Background: an optimization exercise with open tools, aiming at small area and a short achievable clock period. Do not read the settings as production practice. The RTL was checked by simulation tests, not by an equivalence proof against the original design.

Design lms_filter, start of the top module:
module lms_filter (
    input clk,
    input reset,
    input en,                  
    input [15:0] x_in,         
    input [15:0] d_in,         
    input [15:0] mu,           
    output [15:0] y_out,       
    output [15:0] e_out        
);
    reg [23:0] xd0, xd1, xd2, xd3;
    wire [23:0] xin_enc;
    reg [15:0] w0, w1, w2, w3;
    reg [15:0] dq;
    wire [15:0] mu_g = mu & {16{en}};
    wire [15:0] e;
    wire [15:0] dq1 = dq + 16'd1;
    wire [15:0] step;
    wire bxi_one0 = x_in[0] ^ 1'b0;
    wire bxi_two0 = (x_in[1] & ~x_in[0] & ~1'b0) | (~x_in[1] & x_in[0] & 1'b0);
    wire bxi_one1 = x_in[2] ^ x_in[1];
    wire bxi_two1 = (x_in[3] & ~x_in[2] & ~x_in[1]) | (~x_in[3] & x_in[2] & x_in[1]);
    wire bxi_one2 = x_in[4] ^ x_in[3];
    wire bxi_two2 = (x_in[5] & ~x_in[4] & ~x_in[3]) | (~x_in[5] & x_in[4] & x_in[3]);
    wire bxi_one3 = x_in[6] ^ x_in[5];
    wire bxi_two3 = (x_in[7] & ~x_in[6] & ~x_in[5]) | (~x_in[7] & x_in[6] & x_in[5]);
    wire bxi_one4 = x_in[8] ^ x_in[7];
    wire bxi_two4 = (x_in[9] & ~x_in[8] & ~x_in[7]) | (~x_in[9] & x_in[8] & x_in[7]);
    wire bxi_one5 = x_in[10] ^ x_in[9];
    wire bxi_two5 = (x_in[11] & ~x_in[10] & ~x_in[9]) | (~x_in[11] & x_in[10] & x_in[9]);
    wire bxi_one6 = x_in[12] ^ x_in[11];
    wire bxi_two6 = (x_in[13] & ~x_in[12] & ~x_in[11]) | (~x_in[13] & x_in[12] & x_in[11]);
    wire bxi_one7 = x_in[14] ^ x_in[13];
    wire bxi_two7 = (x_in[15] & ~x_in[14] & ~x_in[13]) | (~x_in[15] & x_in[14] & x_in[13]);
    assign xin_enc = {x_in[15], bxi_two7, bxi_one7, x_in[13], bxi_two6, bxi_one6, x_in[11], bxi_two5, bxi_one5, x_in[9], bxi_two4, bxi_one4, x_in[7], bxi_two3, bxi_one3, x_in[5], bxi_two2, bxi_one2, x_in[3], bxi_two1, bxi_one1, x_in[1], bxi_two0, bxi_one0};
    wire n0 = ((xd0[0] & w0[0])) ^ xd0[2];
    wire n1 = ((xd0[0] & w0[1]) | (xd0[1] & w0[0])) ^ xd0[2];
    wire n2 = ((xd0[0] & w0[2]) | (xd0[1] & w0[1])) ^ xd0[2];
    wire n3 = ((xd0[0] & w0[3]) | (xd0[1] & w0[2])) ^ xd0[2];
    wire n4 = ((xd0[0] & w0[4]) | (xd0[1] & w0[3])) ^ xd0[2];
    wire n5 = ((xd0[0] & w0[5]) | (xd0[1] & w0[4])) ^ xd0[2];
    wire n6 = ((xd0[0] & w0[6]) | (xd0[1] & w0[5])) ^ xd0[2];
    wire n7 = ((xd0[0] & w0[7]) | (xd0[1] & w0[6])) ^ xd0[2];
  ...
clock: 26.0 ns
lec_check: 0
abc_area: 1
cap_margin: 20
core_margin: 2
core_utilization: 50
place_density: 0.72
slew_margin: 20
synth_hierarchical: 1
standard.sh (not shown) runs the stock make flow with config.mk's settings and CLKGATE_MAP_FILE= SYNTH_SCRIPT=/design/flow/synth_recipe.tcl, a recipe that flattens the netlist after the stock synthesis.
==> flow/flow/run.sh <==
#!/bin/bash
set -euo pipefail
MARGIN=$(tr -d ' \n' < flow/setup_margin)
bash standard.sh SETUP_SLACK_MARGIN="$MARGIN" finish > flow_make.log 2>&1
==> flow/flow/setup_margin <==
10
The baseline completed without violations.
==> next run, changes <==
==> flow/flow/run.sh (replaced) <==
#!/bin/bash
set -euo pipefail
read -r CTS_MARGIN GRT_MARGIN < flow/setup_margin
bash standard.sh SETUP_SLACK_MARGIN="$CTS_MARGIN" cts > flow_make_cts.log 2>&1
bash standard.sh SETUP_SLACK_MARGIN="$GRT_MARGIN" finish > flow_make_finish.log 2>&1
==> flow/flow/setup_margin (replaced) <==
10.5 0
CORE_UTILIZATION = 45   (was 50)
PLACE_DENSITY = not set   (was 0.72)
Setup slack is worse by 380 ps.
Via count falls by 4.1%.
Die area rises by 11%.

Starting RTL as in the previous note.
export LEC_CHECK = 0
export ABC_AREA = 1
export CAP_MARGIN = 20
export CORE_MARGIN = 2
export CORE_UTILIZATION = 50
export SLEW_MARGIN = 20
export SYNTH_HIERARCHICAL = 1
create_clock -name core_clock -period 26.0 [get_ports {clk}]
==> flow/flow/run.sh <==
#!/bin/bash
set -euo pipefail
read -r CTS_MARGIN GRT_MARGIN < flow/setup_margin
bash standard.sh SETUP_SLACK_MARGIN="$CTS_MARGIN" cts > flow_make_cts.log 2>&1
bash standard.sh SETUP_SLACK_MARGIN="$GRT_MARGIN" finish > flow_make_finish.log 2>&1
==> flow/flow/setup_margin <==
10 9.5
The starting point produced a clean layout.
Rerun with:
==> flow/flow/run.sh (replaced) <==
#!/bin/bash
set -euo pipefail
MARGIN=$(tr -d ' \n' < flow/setup_margin)
bash standard.sh SETUP_SLACK_MARGIN="$MARGIN" finish > flow_make.log 2>&1
==> flow/flow/setup_margin (replaced) <==
10
CORE_UTILIZATION = 45   (was 50)
GPL_ROUTABILITY_DRIVEN = 0   (was unset)
=> The changed run finished with timing, DRC and antenna clean. Via count is higher by a few percent. Critical path depth shrinks by 9. Routed wire length is lower slightly. Cell area went up slightly. Synthesized area stays the same.
Rerun with:
GPL_ROUTABILITY_DRIVEN = unset   (was 0)
What happened: The changed run finished clean; clock-buffer cell count does not change; design area climbs by 0.48%; maximum frequency grows by 0.74%; clock skew goes down by 0.0083 ns.
Rerun with:
CORE_UTILIZATION = 52   (was 45)
Routed wire length came out higher by a few percent.
Design area is about the same.
Area after synthesis stays the same.
Count of clock-buffer cells in the layout came out higher by 1.

-- re-timing with driven ports --
No port has a modelled driver above. Below, the same layouts with a new extraction and two added sets of constraints. Step 1 sets driving cells, clkbuf_16 on the clock port and buf_2 on the other inputs (assumed; they add their load-dependent delay and slew). Step 2 moves the port delays by t, midway between the first and last clock arrival at a register: inputs arrive t later, outputs are due t later. That takes back most of the time a late clock gives input paths. a / b / c = ideal / step 1 / step 2; a / b = the first two.
run	t (ns)	setup slack, ns	worst setup path at the end	worst data-port slew with drivers (ns)	pins driven straight from the clock port
the first run of note 1	0.619	10.387 / 10.387 / 10.287	input to register	0.05	1
the second run of note 1	0.641	10.003 / 10.003 / 9.916	input to register	0.05	1
the first run of note 2	0.643	10.100 / 10.100 / 10.012	input to register	0.05	1
the second run of note 2	0.639	10.458 / 10.458 / 10.359	input to register	0.06	1
the third run of note 2	0.643	10.572 / 10.572 / 10.165	input to register	0.05	1
the fourth run of note 2	0.645	10.480 / 10.480 / 9.966	input to register	0.06	1
After both steps every run listed still meets setup and hold. The setup slack of the fourth run of note 2, which loses most, moves by 0.000 ns with the drivers and by -0.514 ns with both steps.
